This design comes from an exercise in tuning for small area, a short achievable clock period and few clock cycles per item on the open sky130 flow, not from production work. Only simulation tests tie the RTL to the original design; equivalence was not proved.

[config.mk]
export PLATFORM = sky130hd
export DESIGN_NAME = Exponential
export DESIGN_NICKNAME = Exponential
export VERILOG_FILES = /design/flow/design.v
export SDC_FILE = /design/flow/constraint.sdc
export NUM_CORES = 4
export LEC_CHECK = 0
export CAP_MARGIN = 20
export CORE_MARGIN = 2
export CORE_UTILIZATION = 60
export SETUP_SLACK_MARGIN = 3
export SLEW_MARGIN = 20
[constraint.sdc]
create_clock -name core_clock -period 9.0 [get_ports {clk}]
set_input_delay 1.8000 -clock core_clock [delete_from_list [all_inputs] [get_ports {clk}]]
set_output_delay 1.8000 -clock core_clock [all_outputs]
set_load 0.01 [all_outputs]
[design.v]
module radd(input [17:0] r, input [15:0] t, output [17:0] s);
  wire [8:0] cl;
  wire [10:0] c0, c1;
  wire [9:0] s0, s1;
  wire [9:0] th = {2'b00, t[15:8]};
  assign cl[0] = 1'b0;
  genvar i;
  generate
    for (i = 0; i < 8; i = i + 1) begin : lo
      assign s[i]    = r[i] ^ t[i] ^ cl[i];
      assign cl[i+1] = (r[i] & t[i]) | (r[i] & cl[i]) | (t[i] & cl[i]);
    end
    assign c0[0] = 1'b0;
    assign c1[0] = 1'b1;
    for (i = 0; i < 10; i = i + 1) begin : hi
      assign s0[i]   = r[8+i] ^ th[i] ^ c0[i];
      assign c0[i+1] = (r[8+i] & th[i]) | (r[8+i] & c0[i]) | (th[i] & c0[i]);
      assign s1[i]   = r[8+i] ^ th[i] ^ c1[i];
      assign c1[i+1] = (r[8+i] & th[i]) | (r[8+i] & c1[i]) | (th[i] & c1[i]);
    end
  endgenerate
  assign s[17:8] = cl[8] ? s1 : s0;
endmodule
module mulb(input [7:0] one, input [7:0] two, input [7:0] neg, input one8,
  input [15:0] b, output [31:0] s0, output [31:0] s1);
  wire [17:0] bx = {1'b0, b, 1'b0};    
  wire [16:0] m0;
  assign m0[0] = ((one[0] & bx[1]) | (two[0] & bx[0])) ^ neg[0];
  assign m0[1] = ((one[0] & bx[2]) | (two[0] & bx[1])) ^ neg[0];
  assign m0[2] = ((one[0] & bx[3]) | (two[0] & bx[2])) ^ neg[0];
  assign m0[3] = ((one[0] & bx[4]) | (two[0] & bx[3])) ^ neg[0];
  assign m0[4] = ((one[0] & bx[5]) | (two[0] & bx[4])) ^ neg[0];
  assign m0[5] = ((one[0] & bx[6]) | (two[0] & bx[5])) ^ neg[0];
  assign m0[6] = ((one[0] & bx[7]) | (two[0] & bx[6])) ^ neg[0];
  assign m0[7] = ((one[0] & bx[8]) | (two[0] & bx[7])) ^ neg[0];
  assign m0[8] = ((one[0] & bx[9]) | (two[0] & bx[8])) ^ neg[0];
  assign m0[9] = ((one[0] & bx[10]) | (two[0] & bx[9])) ^ neg[0];
  assign m0[10] = ((one[0] & bx[11]) | (two[0] & bx[10])) ^ neg[0];
  assign m0[11] = ((one[0] & bx[12]) | (two[0] & bx[11])) ^ neg[0];
  assign m0[12] = ((one[0] & bx[13]) | (two[0] & bx[12])) ^ neg[0];
  assign m0[13] = ((one[0] & bx[14]) | (two[0] & bx[13])) ^ neg[0];
  assign m0[14] = ((one[0] & bx[15]) | (two[0] & bx[14])) ^ neg[0];
  assign m0[15] = ((one[0] & bx[16]) | (two[0] & bx[15])) ^ neg[0];
  assign m0[16] = ((one[0] & bx[17]) | (two[0] & bx[16])) ^ neg[0];
  wire [16:0] m1;
  assign m1[0] = ((one[1] & bx[1]) | (two[1] & bx[0])) ^ neg[1];
  assign m1[1] = ((one[1] & bx[2]) | (two[1] & bx[1])) ^ neg[1];
  assign m1[2] = ((one[1] & bx[3]) | (two[1] & bx[2])) ^ neg[1];
  assign m1[3] = ((one[1] & bx[4]) | (two[1] & bx[3])) ^ neg[1];
  assign m1[4] = ((one[1] & bx[5]) | (two[1] & bx[4])) ^ neg[1];
  assign m1[5] = ((one[1] & bx[6]) | (two[1] & bx[5])) ^ neg[1];
  assign m1[6] = ((one[1] & bx[7]) | (two[1] & bx[6])) ^ neg[1];
  assign m1[7] = ((one[1] & bx[8]) | (two[1] & bx[7])) ^ neg[1];
  assign m1[8] = ((one[1] & bx[9]) | (two[1] & bx[8])) ^ neg[1];
  assign m1[9] = ((one[1] & bx[10]) | (two[1] & bx[9])) ^ neg[1];
  assign m1[10] = ((one[1] & bx[11]) | (two[1] & bx[10])) ^ neg[1];
  assign m1[11] = ((one[1] & bx[12]) | (two[1] & bx[11])) ^ neg[1];
  assign m1[12] = ((one[1] & bx[13]) | (two[1] & bx[12])) ^ neg[1];
  assign m1[13] = ((one[1] & bx[14]) | (two[1] & bx[13])) ^ neg[1];
  assign m1[14] = ((one[1] & bx[15]) | (two[1] & bx[14])) ^ neg[1];
  assign m1[15] = ((one[1] & bx[16]) | (two[1] & bx[15])) ^ neg[1];
  assign m1[16] = ((one[1] & bx[17]) | (two[1] & bx[16])) ^ neg[1];
  wire [16:0] m2;
  assign m2[0] = ((one[2] & bx[1]) | (two[2] & bx[0])) ^ neg[2];
  assign m2[1] = ((one[2] & bx[2]) | (two[2] & bx[1])) ^ neg[2];
  assign m2[2] = ((one[2] & bx[3]) | (two[2] & bx[2])) ^ neg[2];
  assign m2[3] = ((one[2] & bx[4]) | (two[2] & bx[3])) ^ neg[2];
  assign m2[4] = ((one[2] & bx[5]) | (two[2] & bx[4])) ^ neg[2];
  assign m2[5] = ((one[2] & bx[6]) | (two[2] & bx[5])) ^ neg[2];
  assign m2[6] = ((one[2] & bx[7]) | (two[2] & bx[6])) ^ neg[2];
  assign m2[7] = ((one[2] & bx[8]) | (two[2] & bx[7])) ^ neg[2];
  assign m2[8] = ((one[2] & bx[9]) | (two[2] & bx[8])) ^ neg[2];
  assign m2[9] = ((one[2] & bx[10]) | (two[2] & bx[9])) ^ neg[2];
  assign m2[10] = ((one[2] & bx[11]) | (two[2] & bx[10])) ^ neg[2];
  assign m2[11] = ((one[2] & bx[12]) | (two[2] & bx[11])) ^ neg[2];
  assign m2[12] = ((one[2] & bx[13]) | (two[2] & bx[12])) ^ neg[2];
  assign m2[13] = ((one[2] & bx[14]) | (two[2] & bx[13])) ^ neg[2];
  assign m2[14] = ((one[2] & bx[15]) | (two[2] & bx[14])) ^ neg[2];
  assign m2[15] = ((one[2] & bx[16]) | (two[2] & bx[15])) ^ neg[2];
  assign m2[16] = ((one[2] & bx[17]) | (two[2] & bx[16])) ^ neg[2];
  wire [16:0] m3;
  assign m3[0] = ((one[3] & bx[1]) | (two[3] & bx[0])) ^ neg[3];
  assign m3[1] = ((one[3] & bx[2]) | (two[3] & bx[1])) ^ neg[3];
  assign m3[2] = ((one[3] & bx[3]) | (two[3] & bx[2])) ^ neg[3];
  assign m3[3] = ((one[3] & bx[4]) | (two[3] & bx[3])) ^ neg[3];
  assign m3[4] = ((one[3] & bx[5]) | (two[3] & bx[4])) ^ neg[3];
  assign m3[5] = ((one[3] & bx[6]) | (two[3] & bx[5])) ^ neg[3];
  assign m3[6] = ((one[3] & bx[7]) | (two[3] & bx[6])) ^ neg[3];
  assign m3[7] = ((one[3] & bx[8]) | (two[3] & bx[7])) ^ neg[3];
  assign m3[8] = ((one[3] & bx[9]) | (two[3] & bx[8])) ^ neg[3];
  assign m3[9] = ((one[3] & bx[10]) | (two[3] & bx[9])) ^ neg[3];
  assign m3[10] = ((one[3] & bx[11]) | (two[3] & bx[10])) ^ neg[3];
  assign m3[11] = ((one[3] & bx[12]) | (two[3] & bx[11])) ^ neg[3];
  assign m3[12] = ((one[3] & bx[13]) | (two[3] & bx[12])) ^ neg[3];
  assign m3[13] = ((one[3] & bx[14]) | (two[3] & bx[13])) ^ neg[3];
  assign m3[14] = ((one[3] & bx[15]) | (two[3] & bx[14])) ^ neg[3];
  assign m3[15] = ((one[3] & bx[16]) | (two[3] & bx[15])) ^ neg[3];
  assign m3[16] = ((one[3] & bx[17]) | (two[3] & bx[16])) ^ neg[3];
  wire [16:0] m4;
  assign m4[0] = ((one[4] & bx[1]) | (two[4] & bx[0])) ^ neg[4];
  assign m4[1] = ((one[4] & bx[2]) | (two[4] & bx[1])) ^ neg[4];
  assign m4[2] = ((one[4] & bx[3]) | (two[4] & bx[2])) ^ neg[4];
  assign m4[3] = ((one[4] & bx[4]) | (two[4] & bx[3])) ^ neg[4];
  assign m4[4] = ((one[4] & bx[5]) | (two[4] & bx[4])) ^ neg[4];
  assign m4[5] = ((one[4] & bx[6]) | (two[4] & bx[5])) ^ neg[4];
  assign m4[6] = ((one[4] & bx[7]) | (two[4] & bx[6])) ^ neg[4];
  assign m4[7] = ((one[4] & bx[8]) | (two[4] & bx[7])) ^ neg[4];
  assign m4[8] = ((one[4] & bx[9]) | (two[4] & bx[8])) ^ neg[4];
  assign m4[9] = ((one[4] & bx[10]) | (two[4] & bx[9])) ^ neg[4];
  assign m4[10] = ((one[4] & bx[11]) | (two[4] & bx[10])) ^ neg[4];
  assign m4[11] = ((one[4] & bx[12]) | (two[4] & bx[11])) ^ neg[4];
  assign m4[12] = ((one[4] & bx[13]) | (two[4] & bx[12])) ^ neg[4];
  assign m4[13] = ((one[4] & bx[14]) | (two[4] & bx[13])) ^ neg[4];
  assign m4[14] = ((one[4] & bx[15]) | (two[4] & bx[14])) ^ neg[4];
  assign m4[15] = ((one[4] & bx[16]) | (two[4] & bx[15])) ^ neg[4];
  assign m4[16] = ((one[4] & bx[17]) | (two[4] & bx[16])) ^ neg[4];
  wire [16:0] m5;
  assign m5[0] = ((one[5] & bx[1]) | (two[5] & bx[0])) ^ neg[5];
  assign m5[1] = ((one[5] & bx[2]) | (two[5] & bx[1])) ^ neg[5];
  assign m5[2] = ((one[5] & bx[3]) | (two[5] & bx[2])) ^ neg[5];
  assign m5[3] = ((one[5] & bx[4]) | (two[5] & bx[3])) ^ neg[5];
  assign m5[4] = ((one[5] & bx[5]) | (two[5] & bx[4])) ^ neg[5];
  assign m5[5] = ((one[5] & bx[6]) | (two[5] & bx[5])) ^ neg[5];
  assign m5[6] = ((one[5] & bx[7]) | (two[5] & bx[6])) ^ neg[5];
  assign m5[7] = ((one[5] & bx[8]) | (two[5] & bx[7])) ^ neg[5];
  assign m5[8] = ((one[5] & bx[9]) | (two[5] & bx[8])) ^ neg[5];
  assign m5[9] = ((one[5] & bx[10]) | (two[5] & bx[9])) ^ neg[5];
  assign m5[10] = ((one[5] & bx[11]) | (two[5] & bx[10])) ^ neg[5];
  assign m5[11] = ((one[5] & bx[12]) | (two[5] & bx[11])) ^ neg[5];
  assign m5[12] = ((one[5] & bx[13]) | (two[5] & bx[12])) ^ neg[5];
  assign m5[13] = ((one[5] & bx[14]) | (two[5] & bx[13])) ^ neg[5];
  assign m5[14] = ((one[5] & bx[15]) | (two[5] & bx[14])) ^ neg[5];
  assign m5[15] = ((one[5] & bx[16]) | (two[5] & bx[15])) ^ neg[5];
  assign m5[16] = ((one[5] & bx[17]) | (two[5] & bx[16])) ^ neg[5];
  wire [16:0] m6;
  assign m6[0] = ((one[6] & bx[1]) | (two[6] & bx[0])) ^ neg[6];
  assign m6[1] = ((one[6] & bx[2]) | (two[6] & bx[1])) ^ neg[6];
  assign m6[2] = ((one[6] & bx[3]) | (two[6] & bx[2])) ^ neg[6];
  assign m6[3] = ((one[6] & bx[4]) | (two[6] & bx[3])) ^ neg[6];
  assign m6[4] = ((one[6] & bx[5]) | (two[6] & bx[4])) ^ neg[6];
  assign m6[5] = ((one[6] & bx[6]) | (two[6] & bx[5])) ^ neg[6];
  assign m6[6] = ((one[6] & bx[7]) | (two[6] & bx[6])) ^ neg[6];
  assign m6[7] = ((one[6] & bx[8]) | (two[6] & bx[7])) ^ neg[6];
  assign m6[8] = ((one[6] & bx[9]) | (two[6] & bx[8])) ^ neg[6];
  assign m6[9] = ((one[6] & bx[10]) | (two[6] & bx[9])) ^ neg[6];
  assign m6[10] = ((one[6] & bx[11]) | (two[6] & bx[10])) ^ neg[6];
  assign m6[11] = ((one[6] & bx[12]) | (two[6] & bx[11])) ^ neg[6];
  assign m6[12] = ((one[6] & bx[13]) | (two[6] & bx[12])) ^ neg[6];
  assign m6[13] = ((one[6] & bx[14]) | (two[6] & bx[13])) ^ neg[6];
  assign m6[14] = ((one[6] & bx[15]) | (two[6] & bx[14])) ^ neg[6];
  assign m6[15] = ((one[6] & bx[16]) | (two[6] & bx[15])) ^ neg[6];
  assign m6[16] = ((one[6] & bx[17]) | (two[6] & bx[16])) ^ neg[6];
  wire [16:0] m7;
  assign m7[0] = ((one[7] & bx[1]) | (two[7] & bx[0])) ^ neg[7];
  assign m7[1] = ((one[7] & bx[2]) | (two[7] & bx[1])) ^ neg[7];
  assign m7[2] = ((one[7] & bx[3]) | (two[7] & bx[2])) ^ neg[7];
  assign m7[3] = ((one[7] & bx[4]) | (two[7] & bx[3])) ^ neg[7];
  assign m7[4] = ((one[7] & bx[5]) | (two[7] & bx[4])) ^ neg[7];
  assign m7[5] = ((one[7] & bx[6]) | (two[7] & bx[5])) ^ neg[7];
  assign m7[6] = ((one[7] & bx[7]) | (two[7] & bx[6])) ^ neg[7];
  assign m7[7] = ((one[7] & bx[8]) | (two[7] & bx[7])) ^ neg[7];
  assign m7[8] = ((one[7] & bx[9]) | (two[7] & bx[8])) ^ neg[7];
  assign m7[9] = ((one[7] & bx[10]) | (two[7] & bx[9])) ^ neg[7];
  assign m7[10] = ((one[7] & bx[11]) | (two[7] & bx[10])) ^ neg[7];
  assign m7[11] = ((one[7] & bx[12]) | (two[7] & bx[11])) ^ neg[7];
  assign m7[12] = ((one[7] & bx[13]) | (two[7] & bx[12])) ^ neg[7];
  assign m7[13] = ((one[7] & bx[14]) | (two[7] & bx[13])) ^ neg[7];
  assign m7[14] = ((one[7] & bx[15]) | (two[7] & bx[14])) ^ neg[7];
  assign m7[15] = ((one[7] & bx[16]) | (two[7] & bx[15])) ^ neg[7];
  assign m7[16] = ((one[7] & bx[17]) | (two[7] & bx[16])) ^ neg[7];
  wire w1;
  wire w2;
  wire w3;
  wire w4;
  wire w5;
  wire w6;
  wire w7;
  wire w8;
  wire w9;
  wire w10;
  wire w11;
  wire w12;
  wire w13;
  wire w14;
  wire w15;
  wire w16;
  wire w17;
  wire w18;
  wire w19;
  wire w20;
  wire w21;
  wire w22;
  wire w23;
  wire w24;
  wire w25;
  wire w26;
  wire w27;
  wire w28;
  wire w29;
  wire w30;
  wire w31;
  wire w32;
  wire w33;
  wire w34;
  wire w35;
  wire w36;
  wire w37;
  wire w38;
  wire w39;
  wire w40;
  wire w41;
  wire w42;
  wire w43;
  wire w44;
  wire w45;
  wire w46;
  wire w47;
  wire w48;
  wire w49;
  wire w50;
  wire w51;
  wire w52;
  wire w53;
  wire w54;
  wire w55;
  wire w56;
  wire w57;
  wire w58;
  wire w59;
  wire w60;
  wire w61;
  wire w62;
  wire w63;
  wire w64;
  wire w65;
  wire w66;
  wire w67;
  wire w68;
  wire w69;
  wire w70;
  wire w71;
  wire w72;
  wire w73;
  wire w74;
  wire w75;
  wire w76;
  wire w77;
  wire w78;
  wire w79;
  wire w80;
  wire w81;
  wire w82;
  wire w83;
  wire w84;
  wire w85;
  wire w86;
  wire w87;
  wire w88;
  wire w89;
  wire w90;
  wire w91;
  wire w92;
  wire w93;
  wire w94;
  wire w95;
  wire w96;
  wire w97;
  wire w98;
  wire w99;
  wire w100;
  wire w101;
  wire w102;
  wire w103;
  wire w104;
  wire w105;
  wire w106;
  wire w107;
  wire w108;
  wire w109;
  wire w110;
  wire w111;
  wire w112;
  wire w113;
  wire w114;
  wire w115;
  wire w116;
  wire w117;
  wire w118;
  wire w119;
  wire w120;
  wire w121;
  wire w122;
  wire w123;
  wire w124;
  wire w125;
  wire w126;
  wire w127;
  wire w128;
  wire w129;
  wire w130;
  wire w131;
  wire w132;
  wire w133;
  wire w134;
  wire w135;
  wire w136;
  wire w137;
  wire w138;
  wire w139;
  wire w140;
  wire w141;
  wire w142;
  wire w143;
  wire w144;
  wire w145;
  wire w146;
  wire w147;
  wire w148;
  wire w149;
  wire w150;
  wire w151;
  wire w152;
  wire w153;
  wire w154;
  wire w155;
  wire w156;
  wire w157;
  wire w158;
  wire w159;
  wire w160;
  wire w161;
  wire w162;
  wire w163;
  wire w164;
  wire w165;
  wire w166;
  wire w167;
  wire w168;
  wire w169;
  wire w170;
  wire w171;
  wire w172;
  wire w173;
  wire w174;
  wire w175;
  wire w176;
  wire w177;
  wire w178;
  wire w179;
  wire w180;
  wire w181;
  wire w182;
  wire w183;
  wire w184;
  wire w185;
  wire w186;
  wire w187;
  wire w188;
  wire w189;
  wire w190;
  wire w191;
  wire w192;
  wire w193;
  wire w194;
  wire w195;
  wire w196;
  wire w197;
  wire w198;
  wire w199;
  wire w200;
  wire w201;
  wire w202;
  wire w203;
  wire w204;
  wire w205;
  wire w206;
  wire w207;
  wire w208;
  wire w209;
  wire w210;
  wire w211;
  wire w212;
  wire w213;
  wire w214;
  wire w215;
  wire w216;
  wire w217;
  wire w218;
  wire w219;
  wire w220;
  wire w221;
  wire w222;
  wire w223;
  wire w224;
  wire w225;
  wire w226;
  wire w227;
  wire w228;
  wire w229;
  wire w230;
  wire w231;
  wire w232;
  wire w233;
  wire w234;
  wire w235;
  wire w236;
  wire w237;
  wire w238;
  wire w239;
  wire w240;
  wire w241;
  wire w242;
  wire w243;
  wire w244;
  wire w245;
  wire w246;
  wire w247;
  wire w248;
  wire w249;
  wire w250;
  wire w251;
  wire w252;
  wire w253;
  wire w254;
  wire w255;
  wire w256;
  wire w257;
  wire w258;
  wire w259;
  wire w260;
  wire w261;
  wire w262;
  wire w263;
  wire w264;
  assign w1 = m0[10] ^ m1[8];
  assign w2 = m0[10] & m1[8];
  assign w3 = m0[11] ^ m1[9];
  assign w4 = m0[11] & m1[9];
  assign w5 = m0[12] ^ m1[10] ^ m2[8];
  assign w6 = (m0[12] & m1[10]) | (m0[12] & m2[8]) | (m1[10] & m2[8]);
  assign w7 = m3[6] ^ m4[4];
  assign w8 = m3[6] & m4[4];
  assign w9 = m0[13] ^ m1[11] ^ m2[9];
  assign w10 = (m0[13] & m1[11]) | (m0[13] & m2[9]) | (m1[11] & m2[9]);
  assign w11 = m3[7] ^ m4[5];
  assign w12 = m3[7] & m4[5];
  assign w13 = m0[14] ^ m1[12] ^ m2[10];
  assign w14 = (m0[14] & m1[12]) | (m0[14] & m2[10]) | (m1[12] & m2[10]);
  assign w15 = m3[8] ^ m4[6] ^ m5[4];
  assign w16 = (m3[8] & m4[6]) | (m3[8] & m5[4]) | (m4[6] & m5[4]);
  assign w17 = m6[2] ^ m7[0];
  assign w18 = m6[2] & m7[0];
  assign w19 = m0[15] ^ m1[13] ^ m2[11];
  assign w20 = (m0[15] & m1[13]) | (m0[15] & m2[11]) | (m1[13] & m2[11]);
  assign w21 = m3[9] ^ m4[7] ^ m5[5];
  assign w22 = (m3[9] & m4[7]) | (m3[9] & m5[5]) | (m4[7] & m5[5]);
  assign w23 = m6[3] ^ m7[1];
  assign w24 = m6[3] & m7[1];
  assign w25 = m0[16] ^ m1[14] ^ m2[12];
  assign w26 = (m0[16] & m1[14]) | (m0[16] & m2[12]) | (m1[14] & m2[12]);
  assign w27 = m3[10] ^ m4[8] ^ m5[6];
  assign w28 = (m3[10] & m4[8]) | (m3[10] & m5[6]) | (m4[8] & m5[6]);
  assign w29 = m6[4] ^ m7[2] ^ (one8 & b[0]);
  assign w30 = (m6[4] & m7[2]) | (m6[4] & (one8 & b[0])) | (m7[2] & (one8 & b[0]));
  assign w31 = m1[15] ^ m2[13] ^ m3[11];
  assign w32 = (m1[15] & m2[13]) | (m1[15] & m3[11]) | (m2[13] & m3[11]);
  assign w33 = m4[9] ^ m5[7] ^ m6[5];
  assign w34 = (m4[9] & m5[7]) | (m4[9] & m6[5]) | (m5[7] & m6[5]);
  assign w35 = m7[3] ^ (one8 & b[1]) ^ neg[0];
  assign w36 = (m7[3] & (one8 & b[1])) | (m7[3] & neg[0]) | ((one8 & b[1]) & neg[0]);
  assign w37 = m1[16] ^ m2[14] ^ m3[12];
  assign w38 = (m1[16] & m2[14]) | (m1[16] & m3[12]) | (m2[14] & m3[12]);
  assign w39 = m4[10] ^ m5[8] ^ m6[6];
  assign w40 = (m4[10] & m5[8]) | (m4[10] & m6[6]) | (m5[8] & m6[6]);
  assign w41 = m7[4] ^ (one8 & b[2]) ^ neg[0];
  assign w42 = (m7[4] & (one8 & b[2])) | (m7[4] & neg[0]) | ((one8 & b[2]) & neg[0]);
  assign w43 = ~neg[1] ^ m2[15] ^ m3[13];
  assign w44 = (~neg[1] & m2[15]) | (~neg[1] & m3[13]) | (m2[15] & m3[13]);
  assign w45 = m4[11] ^ m5[9] ^ m6[7];
  assign w46 = (m4[11] & m5[9]) | (m4[11] & m6[7]) | (m5[9] & m6[7]);
  assign w47 = m7[5] ^ (one8 & b[3]) ^ ~neg[0];
  assign w48 = (m7[5] & (one8 & b[3])) | (m7[5] & ~neg[0]) | ((one8 & b[3]) & ~neg[0]);
  assign w49 = m2[16] ^ m3[14] ^ m4[12];
  assign w50 = (m2[16] & m3[14]) | (m2[16] & m4[12]) | (m3[14] & m4[12]);
  assign w51 = m5[10] ^ m6[8] ^ m7[6];
  assign w52 = (m5[10] & m6[8]) | (m5[10] & m7[6]) | (m6[8] & m7[6]);
  assign w53 = (one8 & b[4]) ^ 1'b1;
  assign w54 = (one8 & b[4]) & 1'b1;
  assign w55 = ~neg[2] ^ m3[15] ^ m4[13];
  assign w56 = (~neg[2] & m3[15]) | (~neg[2] & m4[13]) | (m3[15] & m4[13]);
  assign w57 = m5[11] ^ m6[9] ^ m7[7];
  assign w58 = (m5[11] & m6[9]) | (m5[11] & m7[7]) | (m6[9] & m7[7]);
  assign w59 = m3[16] ^ m4[14] ^ m5[12];
  assign w60 = (m3[16] & m4[14]) | (m3[16] & m5[12]) | (m4[14] & m5[12]);
  assign w61 = m6[10] ^ m7[8];
  assign w62 = m6[10] & m7[8];
  assign w63 = ~neg[3] ^ m4[15] ^ m5[13];
  assign w64 = (~neg[3] & m4[15]) | (~neg[3] & m5[13]) | (m4[15] & m5[13]);
  assign w65 = m4[16] ^ m5[14];
  assign w66 = m4[16] & m5[14];
  assign w67 = m0[6] ^ m1[4];
  assign w68 = m0[6] & m1[4];
  assign w69 = m0[7] ^ m1[5];
  assign w70 = m0[7] & m1[5];
  assign w71 = m0[8] ^ m1[6] ^ m2[4];
  assign w72 = (m0[8] & m1[6]) | (m0[8] & m2[4]) | (m1[6] & m2[4]);
  assign w73 = m3[2] ^ m4[0];
  assign w74 = m3[2] & m4[0];
  assign w75 = m0[9] ^ m1[7] ^ m2[5];
  assign w76 = (m0[9] & m1[7]) | (m0[9] & m2[5]) | (m1[7] & m2[5]);
  assign w77 = m3[3] ^ m4[1];
  assign w78 = m3[3] & m4[1];
  assign w79 = w1 ^ m2[6] ^ m3[4];
  assign w80 = (w1 & m2[6]) | (w1 & m3[4]) | (m2[6] & m3[4]);
  assign w81 = m4[2] ^ m5[0] ^ neg[5];
  assign w82 = (m4[2] & m5[0]) | (m4[2] & neg[5]) | (m5[0] & neg[5]);
  assign w83 = w2 ^ w3 ^ m2[7];
  assign w84 = (w2 & w3) | (w2 & m2[7]) | (w3 & m2[7]);
  assign w85 = m3[5] ^ m4[3] ^ m5[1];
  assign w86 = (m3[5] & m4[3]) | (m3[5] & m5[1]) | (m4[3] & m5[1]);
  assign w87 = w4 ^ w5 ^ w7;
  assign w88 = (w4 & w5) | (w4 & w7) | (w5 & w7);
  assign w89 = m5[2] ^ m6[0] ^ neg[6];
  assign w90 = (m5[2] & m6[0]) | (m5[2] & neg[6]) | (m6[0] & neg[6]);
  assign w91 = w6 ^ w8 ^ w9;
  assign w92 = (w6 & w8) | (w6 & w9) | (w8 & w9);
  assign w93 = w11 ^ m5[3] ^ m6[1];
  assign w94 = (w11 & m5[3]) | (w11 & m6[1]) | (m5[3] & m6[1]);
  assign w95 = w10 ^ w12 ^ w13;
  assign w96 = (w10 & w12) | (w10 & w13) | (w12 & w13);
  assign w97 = w15 ^ w17 ^ neg[7];
  assign w98 = (w15 & w17) | (w15 & neg[7]) | (w17 & neg[7]);
  assign w99 = w14 ^ w16 ^ w18;
  assign w100 = (w14 & w16) | (w14 & w18) | (w16 & w18);
  assign w101 = w19 ^ w21 ^ w23;
  assign w102 = (w19 & w21) | (w19 & w23) | (w21 & w23);
  assign w103 = w20 ^ w22 ^ w24;
  assign w104 = (w20 & w22) | (w20 & w24) | (w22 & w24);
  assign w105 = w25 ^ w27 ^ w29;
  assign w106 = (w25 & w27) | (w25 & w29) | (w27 & w29);
  assign w107 = w26 ^ w28 ^ w30;
  assign w108 = (w26 & w28) | (w26 & w30) | (w28 & w30);
  assign w109 = w31 ^ w33 ^ w35;
  assign w110 = (w31 & w33) | (w31 & w35) | (w33 & w35);
  assign w111 = w32 ^ w34 ^ w36;
  assign w112 = (w32 & w34) | (w32 & w36) | (w34 & w36);
  assign w113 = w37 ^ w39 ^ w41;
  assign w114 = (w37 & w39) | (w37 & w41) | (w39 & w41);
  assign w115 = w38 ^ w40 ^ w42;
  assign w116 = (w38 & w40) | (w38 & w42) | (w40 & w42);
  assign w117 = w43 ^ w45 ^ w47;
  assign w118 = (w43 & w45) | (w43 & w47) | (w45 & w47);
  assign w119 = w44 ^ w46 ^ w48;
  assign w120 = (w44 & w46) | (w44 & w48) | (w46 & w48);
  assign w121 = w49 ^ w51 ^ w53;
  assign w122 = (w49 & w51) | (w49 & w53) | (w51 & w53);
  assign w123 = w50 ^ w52 ^ w54;
  assign w124 = (w50 & w52) | (w50 & w54) | (w52 & w54);
  assign w125 = w55 ^ w57 ^ (one8 & b[5]);
  assign w126 = (w55 & w57) | (w55 & (one8 & b[5])) | (w57 & (one8 & b[5]));
  assign w127 = w56 ^ w58 ^ w59;
  assign w128 = (w56 & w58) | (w56 & w59) | (w58 & w59);
  assign w129 = w61 ^ (one8 & b[6]) ^ 1'b1;
  assign w130 = (w61 & (one8 & b[6])) | (w61 & 1'b1) | ((one8 & b[6]) & 1'b1);
  assign w131 = w60 ^ w62 ^ w63;
  assign w132 = (w60 & w62) | (w60 & w63) | (w62 & w63);
  assign w133 = m6[11] ^ m7[9] ^ (one8 & b[7]);
  assign w134 = (m6[11] & m7[9]) | (m6[11] & (one8 & b[7])) | (m7[9] & (one8 & b[7]));
  assign w135 = w64 ^ w65 ^ m6[12];
  assign w136 = (w64 & w65) | (w64 & m6[12]) | (w65 & m6[12]);
  assign w137 = m7[10] ^ (one8 & b[8]) ^ 1'b1;
  assign w138 = (m7[10] & (one8 & b[8])) | (m7[10] & 1'b1) | ((one8 & b[8]) & 1'b1);
  assign w139 = w66 ^ ~neg[4] ^ m5[15];
  assign w140 = (w66 & ~neg[4]) | (w66 & m5[15]) | (~neg[4] & m5[15]);
  assign w141 = m6[13] ^ m7[11] ^ (one8 & b[9]);
  assign w142 = (m6[13] & m7[11]) | (m6[13] & (one8 & b[9])) | (m7[11] & (one8 & b[9]));
  assign w143 = m5[16] ^ m6[14] ^ m7[12];
  assign w144 = (m5[16] & m6[14]) | (m5[16] & m7[12]) | (m6[14] & m7[12]);
  assign w145 = (one8 & b[10]) ^ 1'b1;
  assign w146 = (one8 & b[10]) & 1'b1;
  assign w147 = ~neg[5] ^ m6[15] ^ m7[13];
  assign w148 = (~neg[5] & m6[15]) | (~neg[5] & m7[13]) | (m6[15] & m7[13]);
  assign w149 = m6[16] ^ m7[14];
  assign w150 = m6[16] & m7[14];
  assign w151 = m0[4] ^ m1[2];
  assign w152 = m0[4] & m1[2];
  assign w153 = m0[5] ^ m1[3];
  assign w154 = m0[5] & m1[3];
  assign w155 = w67 ^ m2[2] ^ m3[0];
  assign w156 = (w67 & m2[2]) | (w67 & m3[0]) | (m2[2] & m3[0]);
  assign w157 = w68 ^ w69 ^ m2[3];
  assign w158 = (w68 & w69) | (w68 & m2[3]) | (w69 & m2[3]);
  assign w159 = w70 ^ w71 ^ w73;
  assign w160 = (w70 & w71) | (w70 & w73) | (w71 & w73);
  assign w161 = w72 ^ w74 ^ w75;
  assign w162 = (w72 & w74) | (w72 & w75) | (w74 & w75);
  assign w163 = w76 ^ w78 ^ w79;
  assign w164 = (w76 & w78) | (w76 & w79) | (w78 & w79);
  assign w165 = w80 ^ w82 ^ w83;
  assign w166 = (w80 & w82) | (w80 & w83) | (w82 & w83);
  assign w167 = w84 ^ w86 ^ w87;
  assign w168 = (w84 & w86) | (w84 & w87) | (w86 & w87);
  assign w169 = w88 ^ w90 ^ w91;
  assign w170 = (w88 & w90) | (w88 & w91) | (w90 & w91);
  assign w171 = w92 ^ w94 ^ w95;
  assign w172 = (w92 & w94) | (w92 & w95) | (w94 & w95);
  assign w173 = w96 ^ w98 ^ w99;
  assign w174 = (w96 & w98) | (w96 & w99) | (w98 & w99);
  assign w175 = w100 ^ w102 ^ w103;
  assign w176 = (w100 & w102) | (w100 & w103) | (w102 & w103);
  assign w177 = w104 ^ w106 ^ w107;
  assign w178 = (w104 & w106) | (w104 & w107) | (w106 & w107);
  assign w179 = w108 ^ w110 ^ w111;
  assign w180 = (w108 & w110) | (w108 & w111) | (w110 & w111);
  assign w181 = w112 ^ w114 ^ w115;
  assign w182 = (w112 & w114) | (w112 & w115) | (w114 & w115);
  assign w183 = w116 ^ w118 ^ w119;
  assign w184 = (w116 & w118) | (w116 & w119) | (w118 & w119);
  assign w185 = w120 ^ w122 ^ w123;
  assign w186 = (w120 & w122) | (w120 & w123) | (w122 & w123);
  assign w187 = w124 ^ w126 ^ w127;
  assign w188 = (w124 & w126) | (w124 & w127) | (w126 & w127);
  assign w189 = w128 ^ w130 ^ w131;
  assign w190 = (w128 & w130) | (w128 & w131) | (w130 & w131);
  assign w191 = w132 ^ w134 ^ w135;
  assign w192 = (w132 & w134) | (w132 & w135) | (w134 & w135);
  assign w193 = w136 ^ w138 ^ w139;
  assign w194 = (w136 & w138) | (w136 & w139) | (w138 & w139);
  assign w195 = w140 ^ w142 ^ w143;
  assign w196 = (w140 & w142) | (w140 & w143) | (w142 & w143);
  assign w197 = w144 ^ w146 ^ w147;
  assign w198 = (w144 & w146) | (w144 & w147) | (w146 & w147);
  assign w199 = w148 ^ w149 ^ (one8 & b[12]);
  assign w200 = (w148 & w149) | (w148 & (one8 & b[12])) | (w149 & (one8 & b[12]));
  assign w201 = w150 ^ ~neg[6] ^ m7[15];
  assign w202 = (w150 & ~neg[6]) | (w150 & m7[15]) | (~neg[6] & m7[15]);
  assign w203 = m7[16] ^ (one8 & b[14]);
  assign w204 = m7[16] & (one8 & b[14]);
  assign w205 = m0[2] ^ m1[0];
  assign w206 = m0[2] & m1[0];
  assign w207 = m0[3] ^ m1[1];
  assign w208 = m0[3] & m1[1];
  assign w209 = w151 ^ m2[0] ^ neg[2];
  assign w210 = (w151 & m2[0]) | (w151 & neg[2]) | (m2[0] & neg[2]);
  assign w211 = w152 ^ w153 ^ m2[1];
  assign w212 = (w152 & w153) | (w152 & m2[1]) | (w153 & m2[1]);
  assign w213 = w154 ^ w155 ^ neg[3];
  assign w214 = (w154 & w155) | (w154 & neg[3]) | (w155 & neg[3]);
  assign w215 = w156 ^ w157 ^ m3[1];
  assign w216 = (w156 & w157) | (w156 & m3[1]) | (w157 & m3[1]);
  assign w217 = w158 ^ w159 ^ neg[4];
  assign w218 = (w158 & w159) | (w158 & neg[4]) | (w159 & neg[4]);
  assign w219 = w160 ^ w161 ^ w77;
  assign w220 = (w160 & w161) | (w160 & w77) | (w161 & w77);
  assign w221 = w162 ^ w163 ^ w81;
  assign w222 = (w162 & w163) | (w162 & w81) | (w163 & w81);
  assign w223 = w164 ^ w165 ^ w85;
  assign w224 = (w164 & w165) | (w164 & w85) | (w165 & w85);
  assign w225 = w166 ^ w167 ^ w89;
  assign w226 = (w166 & w167) | (w166 & w89) | (w167 & w89);
  assign w227 = w168 ^ w169 ^ w93;
  assign w228 = (w168 & w169) | (w168 & w93) | (w169 & w93);
  assign w229 = w170 ^ w171 ^ w97;
  assign w230 = (w170 & w171) | (w170 & w97) | (w171 & w97);
  assign w231 = w172 ^ w173 ^ w101;
  assign w232 = (w172 & w173) | (w172 & w101) | (w173 & w101);
  assign w233 = w174 ^ w175 ^ w105;
  assign w234 = (w174 & w175) | (w174 & w105) | (w175 & w105);
  assign w235 = w176 ^ w177 ^ w109;
  assign w236 = (w176 & w177) | (w176 & w109) | (w177 & w109);
  assign w237 = w178 ^ w179 ^ w113;
  assign w238 = (w178 & w179) | (w178 & w113) | (w179 & w113);
  assign w239 = w180 ^ w181 ^ w117;
  assign w240 = (w180 & w181) | (w180 & w117) | (w181 & w117);
  assign w241 = w182 ^ w183 ^ w121;
  assign w242 = (w182 & w183) | (w182 & w121) | (w183 & w121);
  assign w243 = w184 ^ w185 ^ w125;
  assign w244 = (w184 & w185) | (w184 & w125) | (w185 & w125);
  assign w245 = w186 ^ w187 ^ w129;
  assign w246 = (w186 & w187) | (w186 & w129) | (w187 & w129);
  assign w247 = w188 ^ w189 ^ w133;
  assign w248 = (w188 & w189) | (w188 & w133) | (w189 & w133);
  assign w249 = w190 ^ w191 ^ w137;
  assign w250 = (w190 & w191) | (w190 & w137) | (w191 & w137);
  assign w251 = w192 ^ w193 ^ w141;
  assign w252 = (w192 & w193) | (w192 & w141) | (w193 & w141);
  assign w253 = w194 ^ w195 ^ w145;
  assign w254 = (w194 & w195) | (w194 & w145) | (w195 & w145);
  assign w255 = w196 ^ w197 ^ (one8 & b[11]);
  assign w256 = (w196 & w197) | (w196 & (one8 & b[11])) | (w197 & (one8 & b[11]));
  assign w257 = w198 ^ w199 ^ 1'b1;
  assign w258 = (w198 & w199) | (w198 & 1'b1) | (w199 & 1'b1);
  assign w259 = w200 ^ w201 ^ (one8 & b[13]);
  assign w260 = (w200 & w201) | (w200 & (one8 & b[13])) | (w201 & (one8 & b[13]));
  assign w261 = w202 ^ w203 ^ 1'b1;
  assign w262 = (w202 & w203) | (w202 & 1'b1) | (w203 & 1'b1);
  assign w263 = w204 ^ ~neg[7] ^ (one8 & b[15]);
  assign w264 = (w204 & ~neg[7]) | (w204 & (one8 & b[15])) | (~neg[7] & (one8 & b[15]));
  assign s0[0] = m0[0];
  assign s1[0] = neg[0];
  assign s0[1] = m0[1];
  assign s1[1] = 1'b0;
  assign s0[2] = w205;
  assign s1[2] = neg[1];
  assign s0[3] = w206;
  assign s1[3] = w207;
  assign s0[4] = w208;
  assign s1[4] = w209;
  assign s0[5] = w210;
  assign s1[5] = w211;
  assign s0[6] = w212;
  assign s1[6] = w213;
  assign s0[7] = w214;
  assign s1[7] = w215;
  assign s0[8] = w216;
  assign s1[8] = w217;
  assign s0[9] = w218;
  assign s1[9] = w219;
  assign s0[10] = w220;
  assign s1[10] = w221;
  assign s0[11] = w222;
  assign s1[11] = w223;
  assign s0[12] = w224;
  assign s1[12] = w225;
  assign s0[13] = w226;
  assign s1[13] = w227;
  assign s0[14] = w228;
  assign s1[14] = w229;
  assign s0[15] = w230;
  assign s1[15] = w231;
  assign s0[16] = w232;
  assign s1[16] = w233;
  assign s0[17] = w234;
  assign s1[17] = w235;
  assign s0[18] = w236;
  assign s1[18] = w237;
  assign s0[19] = w238;
  assign s1[19] = w239;
  assign s0[20] = w240;
  assign s1[20] = w241;
  assign s0[21] = w242;
  assign s1[21] = w243;
  assign s0[22] = w244;
  assign s1[22] = w245;
  assign s0[23] = w246;
  assign s1[23] = w247;
  assign s0[24] = w248;
  assign s1[24] = w249;
  assign s0[25] = w250;
  assign s1[25] = w251;
  assign s0[26] = w252;
  assign s1[26] = w253;
  assign s0[27] = w254;
  assign s1[27] = w255;
  assign s0[28] = w256;
  assign s1[28] = w257;
  assign s0[29] = w258;
  assign s1[29] = w259;
  assign s0[30] = w260;
  assign s1[30] = w261;
  assign s0[31] = w262;
  assign s1[31] = w263;
endmodule
module cpa32h(input [31:0] a, input [31:0] b, output [15:0] s,
  output c16, output c17, output c18, output c19);
  wire [31:0] g = a & b;
  wire [31:0] p = a ^ b;
  wire G1 = g[1] | (p[1] & g[0]);
  wire G2 = g[3] | (p[3] & g[2]);
  wire P2 = p[3] & p[2];
  wire G3 = g[5] | (p[5] & g[4]);
  wire P3 = p[5] & p[4];
  wire G4 = g[7] | (p[7] & g[6]);
  wire P4 = p[7] & p[6];
  wire G5 = g[9] | (p[9] & g[8]);
  wire P5 = p[9] & p[8];
  wire G6 = g[11] | (p[11] & g[10]);
  wire P6 = p[11] & p[10];
  wire G7 = g[13] | (p[13] & g[12]);
  wire P7 = p[13] & p[12];
  wire G8 = g[15] | (p[15] & g[14]);
  wire P8 = p[15] & p[14];
  wire G9 = G2 | (P2 & G1);
  wire G10 = G4 | (P4 & G3);
  wire P10 = P4 & P3;
  wire G11 = G6 | (P6 & G5);
  wire P11 = P6 & P5;
  wire G12 = G8 | (P8 & G7);
  wire P12 = P8 & P7;
  wire G13 = G10 | (P10 & G9);
  wire G14 = G12 | (P12 & G11);
  wire P14 = P12 & P11;
  wire G15 = G14 | (P14 & G13);
  assign c16 = G15;
  wire G16 = g[17] | (p[17] & g[16]);
  wire P16 = p[17] & p[16];
  wire G17 = g[19] | (p[19] & g[18]);
  wire P17 = p[19] & p[18];
  wire G18 = g[21] | (p[21] & g[20]);
  wire P18 = p[21] & p[20];
  wire G19 = g[23] | (p[23] & g[22]);
  wire P19 = p[23] & p[22];
  wire G20 = g[25] | (p[25] & g[24]);
  wire P20 = p[25] & p[24];
  wire G21 = g[27] | (p[27] & g[26]);
  wire P21 = p[27] & p[26];
  wire G22 = g[29] | (p[29] & g[28]);
  wire P22 = p[29] & p[28];
  wire G23 = g[31] | (p[31] & g[30]);
  wire P23 = p[31] & p[30];
  wire G24 = g[18] | (p[18] & G16);
  wire P24 = p[18] & P16;
  wire G25 = G17 | (P17 & G16);
  wire P25 = P17 & P16;
  wire G26 = g[22] | (p[22] & G18);
  wire P26 = p[22] & P18;
  wire G27 = G19 | (P19 & G18);
  wire P27 = P19 & P18;
  wire G28 = g[26] | (p[26] & G20);
  wire P28 = p[26] & P20;
  wire G29 = G21 | (P21 & G20);
  wire P29 = P21 & P20;
  wire G30 = g[30] | (p[30] & G22);
  wire P30 = p[30] & P22;
  wire G31 = G23 | (P23 & G22);
  wire P31 = P23 & P22;
  wire G32 = g[20] | (p[20] & G25);
  wire P32 = p[20] & P25;
  wire G33 = G18 | (P18 & G25);
  wire P33 = P18 & P25;
  wire G34 = G26 | (P26 & G25);
  wire P34 = P26 & P25;
  wire G35 = G27 | (P27 & G25);
  wire P35 = P27 & P25;
  wire G36 = g[28] | (p[28] & G29);
  wire P36 = p[28] & P29;
  wire G37 = G22 | (P22 & G29);
  wire P37 = P22 & P29;
  wire G38 = G30 | (P30 & G29);
  wire P38 = P30 & P29;
  wire G39 = G31 | (P31 & G29);
  wire P39 = P31 & P29;
  wire G40 = g[24] | (p[24] & G35);
  wire P40 = p[24] & P35;
  wire G41 = G20 | (P20 & G35);
  wire P41 = P20 & P35;
  wire G42 = G28 | (P28 & G35);
  wire P42 = P28 & P35;
  wire G43 = G29 | (P29 & G35);
  wire P43 = P29 & P35;
  wire G44 = G36 | (P36 & G35);
  wire P44 = P36 & P35;
  wire G45 = G37 | (P37 & G35);
  wire P45 = P37 & P35;
  wire G46 = G38 | (P38 & G35);
  wire P46 = P38 & P35;
  wire G47 = G39 | (P39 & G35);
  wire P47 = P39 & P35;
  assign c17 = g[16] | (p[16] & c16);
  assign c18 = G16 | (P16 & c16);
  assign c19 = G24 | (P24 & c16);
  wire c20 = G25 | (P25 & c16);
  wire c21 = G32 | (P32 & c16);
  wire c22 = G33 | (P33 & c16);
  wire c23 = G34 | (P34 & c16);
  wire c24 = G35 | (P35 & c16);
  wire c25 = G40 | (P40 & c16);
  wire c26 = G41 | (P41 & c16);
  wire c27 = G42 | (P42 & c16);
  wire c28 = G43 | (P43 & c16);
  wire c29 = G44 | (P44 & c16);
  wire c30 = G45 | (P45 & c16);
  wire c31 = G46 | (P46 & c16);
  wire c32 = G47 | (P47 & c16);
  assign s[0] = p[16] ^ c16;
  assign s[1] = p[17] ^ c17;
  assign s[2] = p[18] ^ c18;
  assign s[3] = p[19] ^ c19;
  assign s[4] = p[20] ^ c20;
  assign s[5] = p[21] ^ c21;
  assign s[6] = p[22] ^ c22;
  assign s[7] = p[23] ^ c23;
  assign s[8] = p[24] ^ c24;
  assign s[9] = p[25] ^ c25;
  assign s[10] = p[26] ^ c26;
  assign s[11] = p[27] ^ c27;
  assign s[12] = p[28] ^ c28;
  assign s[13] = p[29] ^ c29;
  assign s[14] = p[30] ^ c30;
  assign s[15] = p[31] ^ c31;
endmodule
module Exponential(input clk, rst, start, input [15:0] x,
                   output done, output [1:0] intpart, output [15:0] fracpart);
  reg        busy;
  reg [3:0]  step;
  reg [7:0]  one, two, neg;    
  reg        one8;             
  reg [15:0] t;       
  reg [17:0] r;       
  reg        acc;     
  wire [31:0] p0, p1;
  mulb mul(.one(one), .two(two), .neg(neg), .one8(one8), .b(t), .s0(p0), .s1(p1));
  wire [15:0] p;
  wire        c16, c17, c18, c19;
  cpa32h cpa(.a(p0), .b(p1), .s(p), .c16(c16), .c17(c17), .c18(c18), .c19(c19));
  wire [31:0] hs = p0 ^ p1;
  wire [31:0] ho = p0 | p1;
  wire [31:17] ez = ~(hs[31:17] ^ ho[30:16]);
  wire        ez_hi = &ez[31:20];
  reg zero;
  always @(*) begin
    case (step)
      4'd0:    zero = ez_hi & (&ez[19:18]) & ~(hs[17] ^ c17);
      4'd3:    zero = ez_hi & ez[19] & ~(hs[18] ^ c18);
      4'd10:   zero = ez_hi & ~(hs[19] ^ c19);
      default: zero = ez_hi & (&ez[19:17]) & ~(hs[16] ^ c16);
    endcase
  end
  reg [15:0] q;
  always @(*) begin
    case (step)
      4'd0:    q = {1'b0, p[15:1]};
      4'd3:    q = {2'b0, p[15:2]};
      4'd10:   q = {3'b0, p[15:3]};
      default: q = p;
    endcase
  end
  wire q_term = (step == 4'd0) | (step == 4'd2) | (step == 4'd3) | (step == 4'd5) |
                (step == 4'd7) | (step == 4'd9) | (step == 4'd10);
  wire last   = (step == 4'd11) | zero;
  reg [15:0] y_next;
  always @(*) begin
    case (step)
      4'd1:    y_next = 16'h5555;
      4'd4:    y_next = 16'h3333;
      4'd6:    y_next = 16'h2AAA;
      4'd8:    y_next = 16'h2492;
      default: y_next = x;
    endcase
  end
  wire [15:0] y = (start & ~busy) ? x : y_next;
  wire [16:0] ym = {y, 1'b0};    
  reg  [7:0]  one_n, two_n, neg_n;
  integer j;
  always @(*) begin
    for (j = 0; j < 8; j = j + 1) begin
      one_n[j] = ym[2*j+1] ^ ym[2*j];
      two_n[j] = (ym[2*j+2] & ~ym[2*j+1] & ~ym[2*j]) | (~ym[2*j+2] & ym[2*j+1] & ym[2*j]);
      neg_n[j] = ym[2*j+2];
    end
  end
  assign {intpart, fracpart} = r;
  wire [17:0] rsum;
  radd ra(.r(r), .t(acc ? t : 16'd0), .s(rsum));
  assign done = ~busy;
  wire go = start & ~busy;
  reg [15:0] t0;
  reg        bw;
  integer    i;
  always @(*) begin
    bw = 1'b1;
    t0[0] = x[0];
    for (i = 1; i < 16; i = i + 1) begin
      t0[i] = x[i] ^ bw;
      bw = bw & ~x[i];
    end
    if (bw)
      t0 = 16'd0;
  end
  always @(posedge clk or posedge rst) begin
    if (rst)
      busy <= 1'b0;
    else if (go)
      busy <= 1'b1;
    else if (last)
      busy <= 1'b0;
  end
  always @(posedge clk) begin
    step <= go ? 4'd0 : step + 4'd1;
    one  <= one_n;
    two  <= two_n;
    neg  <= neg_n;
    one8 <= y[15];
    t    <= go ? t0 : q;
    acc  <= go | q_term;
    if (go)
      r <= 18'h0FFFF;
    else if (busy)
      r <= rsum;
  end
endmodule
[run.sh]
#!/bin/bash
# synth_recipe.tcl (not shown) runs the flow's synth.tcl, then flattens the netlist and writes it again
# the make line also repeats each setting of config.mk as NAME=value (left out here)
make -C /OpenROAD-flow-scripts/flow DESIGN_CONFIG=/design/flow/config.mk WORK_HOME=/design/flow/orfs CLKGATE_MAP_FILE= SYNTH_SCRIPT=/design/flow/synth_recipe.tcl finish
==> out/qor.txt <==
Final slew viol count = 0
Post-synthesis register bit count = 64
Antenna cells = 0
Clock transition at the registers of the reported paths = 0.06 ns
Max Root-Sink Buffers = 2
Fin Setup TNS = 0 ns
Initial core utilization = 61.6%
Reg2reg start = t[12]$_DFF_P_
WP data arrival = 5.96 ns
Vias per cell = 6.12
Final Hold Viols = 0
RSZ-0062 raised after global routing = false
Post-route minimum period = 5.75 ns
Cell family with most CP delay = adder cells
IO Pins = 38
Number of global-route vias before repair = 8971
Syn Nets = 1514
Ys Warns = 1
Worst slack, placed = 2.76 ns
DRT Pass-1 Iters = 6
Worst Path Max Fanout = 18
Final WS setup = 3.25 ns
Top cells by area, synth = fa_1 21%, dfxtp_1 12%, ha_1 11%
Crit-path cells = a22oi_1 > xnor2_1 > fa_1 > inv_1 > fa_1 > fa_1 > inv_1 > fa_1 > ha_1 > a21o_1 > or4_4 > a311oi_2 > xor2_1 > a2bb2o_4 > a211oi_1 > o22ai_1
Number of max-cap violations = 0
Post-synth EDFFs = 0
Sequential share of the synthesized area = 12.0%
GRT Residual Overflow = 0
Hold depth = 1
DRT antenna net count = 0
Most frequent cells in the layout = 183 x inv_1, 122 x xnor2_1, 120 x a22oi_1, 110 x fa_1, 92 x ha_1
First-pass GRT wire length = 48.4 mm
CTS root buf = clkbuf_16
CP max stage cell = dfxtp_2
Nets = 1476
Layout area overhead = 7.33%
Worst R2R End = t[3]$_DFF_P_
Initial antenna violation count = 0
Gp weighted congestion = 0.945
Fraction of layout instances using a drive strength above 1 = 7.46%
CORE AREA = 17400 sq um
Chip height = 138 um
Post-synth top area share = 20.6%
Number of buffers and inverters on the critical path = 2
Chip width = 138 um
Worst Hold End = step[0]$_SDFF_PP0_
Most common cell on crit path = fa_1
Setup slack, reg-to-reg = 3.25 ns
CTS Buf Count = 9
Unique masters post-synth = 71
Post-synth ARST share = 1.56%
Worst-skew pair later-pin latency = 0.34 ns
# H-tree levels = 3
Slew headroom = 40.2%
Post-CTS setup buffers = 0
Largest net degree at the start of global routing = 36
Critical path capture point type = register
Area leader, netlist = fa_1
Required @ worst endpoint = 9.21 ns
Clock sinks = 64
Reg2Reg Depth = 16
Post-synthesis instance total = 1293
Worst Min Path Start = step[0]$_SDFF_PP0_
Worst slew pin tran = 0.898 ns
Most common cell after layout, fill and taps aside = inv_1
Syn Std Cell Area = 10700 sq um
Initial DRC count = 807
Min-delay worst type = reg -> reg
Routed wire length = 30.8 mm
Die area = 18900 sq um
Syn_area_per_cell = 8.27 sq um
Via count = 9095
Row count = 48
Total global-route track usage = 33.9%
CTS tree = built
Layout Skew = 0.0117 ns
# DRC = 0
Detailed placement HPWL = 22.4 mm
Fin crit share = 63.9%
Max Freq = 174 MHz
Status = timing/DRC/antenna clean
# setup viols final = 0
Avg WL per Cell = 20.7 um
CP startpoint kind = register
Crit path kind = reg -> reg
Main synth FF type = dfxtp_1
Layout fillers = 1494
Critical path's largest stage delay = 0.67 ns
PortBufs = 37
-- Yosys cell counts, types with 21 or more instances --
master      n
inv_1     183
xnor2_1   122
a22oi_1   120
fa_1      110
ha_1       92
clkbuf_1   88
nand2_1    74
dfxtp_1    63
nor2_1     62
xor2_1     50
a21oi_1    49
o21ai_0    36
and2_1     33
nor3_1     22
nand3_1    21
-- metal layers --
| layer | up-vias | wire [um] | global-route usage [%] |
|---|---|---|---|
| met1 | 4415 | 12400 | 44.9 |
| li1 | 4208 | - | - |
| met2 | 401 | 14800 | 55.8 |
| met4 | 0 | 1010 | 11.7 |
| met3 | 71 | 2580 | 5.89 |
| met5 | - | 0 | 0 |
-- logic make-up (layout without fill, tap and decap cells) --
logic type | Yosys count | after routing | synth area share [%]
simple gates | 266 | 266 | 12.2
mux | 12 | 12 | 1.13
xor+xnor | 172 | 172 | 14.1
buf+inv | 290 | 257 | 10.2
fa+ha+maj | 202 | 202 | 31.3
compound gates | 287 | 287 | 19.0
flops | 64 | 64 | 12.0
-- final cells by class --
class                   count  area, sq um  share of cell area, %
clock buffers               9          225                   1.96
clock inverters             7          103                  0.894
inverters                 185          694                   6.05
multi-input cells         939         8340                   72.6
flip-flops and latches     64         1320                   11.5
well taps                 225          282                   2.45
repair buffers             56          513                   4.47
-- registers in the layout, indices dropped and copies added (netlist names) --
signal	cells
acc	1
step	4
two	8
busy	1
t	16
one	8
r	18
neg	8
-- per-stage QoR --
step                      util [%]  hold slack (ns)  std cells  instance area (sq um)
final                         66.1            0.489       1485                  11500
after global routing          66.1            0.498       1485                  11500
after CTS                     65.9            0.486       1485                  11400
after detailed placement      63.9            0.472       1469                  11100
after global placement        63.9            0.461       1469                  11100
after floorplan                  -            0.445       1293                  10700
-- how the worst max path moves through the flow --
stage | start | end | slack, ns | cells after the start
2_1_floorplan | neg[1]$_DFF_P_ | t[3]$_DFF_P_ | 3.24 | 18
3_3_place_gp | neg[0]$_DFF_P_ | t[11]$_DFF_P_ | 2.84 | 16
3_5_place_dp | neg[0]$_DFF_P_ | t[11]$_DFF_P_ | 2.76 | 16
4_1_cts | t[6]$_DFF_P_ | t[10]$_DFF_P_ | 3.00 | 19
5_1_grt | t[0]$_DFF_P_ | r[17]$_SDFFE_PP0P_ | 3.00 | 21
6_report | t[12]$_DFF_P_ | t[3]$_DFF_P_ | 3.25 | 16
-- what timing repair did --
| item | CTS | global route |
|---|---|---|
| setup endpoints to repair | 17 | 19 |
| resized for setup | 9 | 26 |
| hold buffers | 0 | 0 |
Testbench counts, summed over its fixed seeds: cycles 3,484, items 384.

==> separate check: timing with driven ports <==
In the flow no input, the clock included, has a driving cell. The finished layout below was timed again as built, in two steps. Step 1 assumes that a clkbuf_16 drives the clock port and a buf_2 every other input. Step 2 adds t to the input delays and takes it off the output delays; t is the mean of the earliest and latest rising clock arrival at the registers after step 1. Input paths then give back, and output paths get back, about the clock's delay inside the block. Three values: ideal ports, drivers, drivers and shift; two values: the first two.
t (ns): 0.373
setup WS [ns]: 3.253 / 3.253 / 3.159
worst slew at a driven data input, ns: 0.05
After both steps setup and hold are still met in this run. The setup slack of this run moves by 0.000 ns with the drivers and by -0.094 ns with both steps.
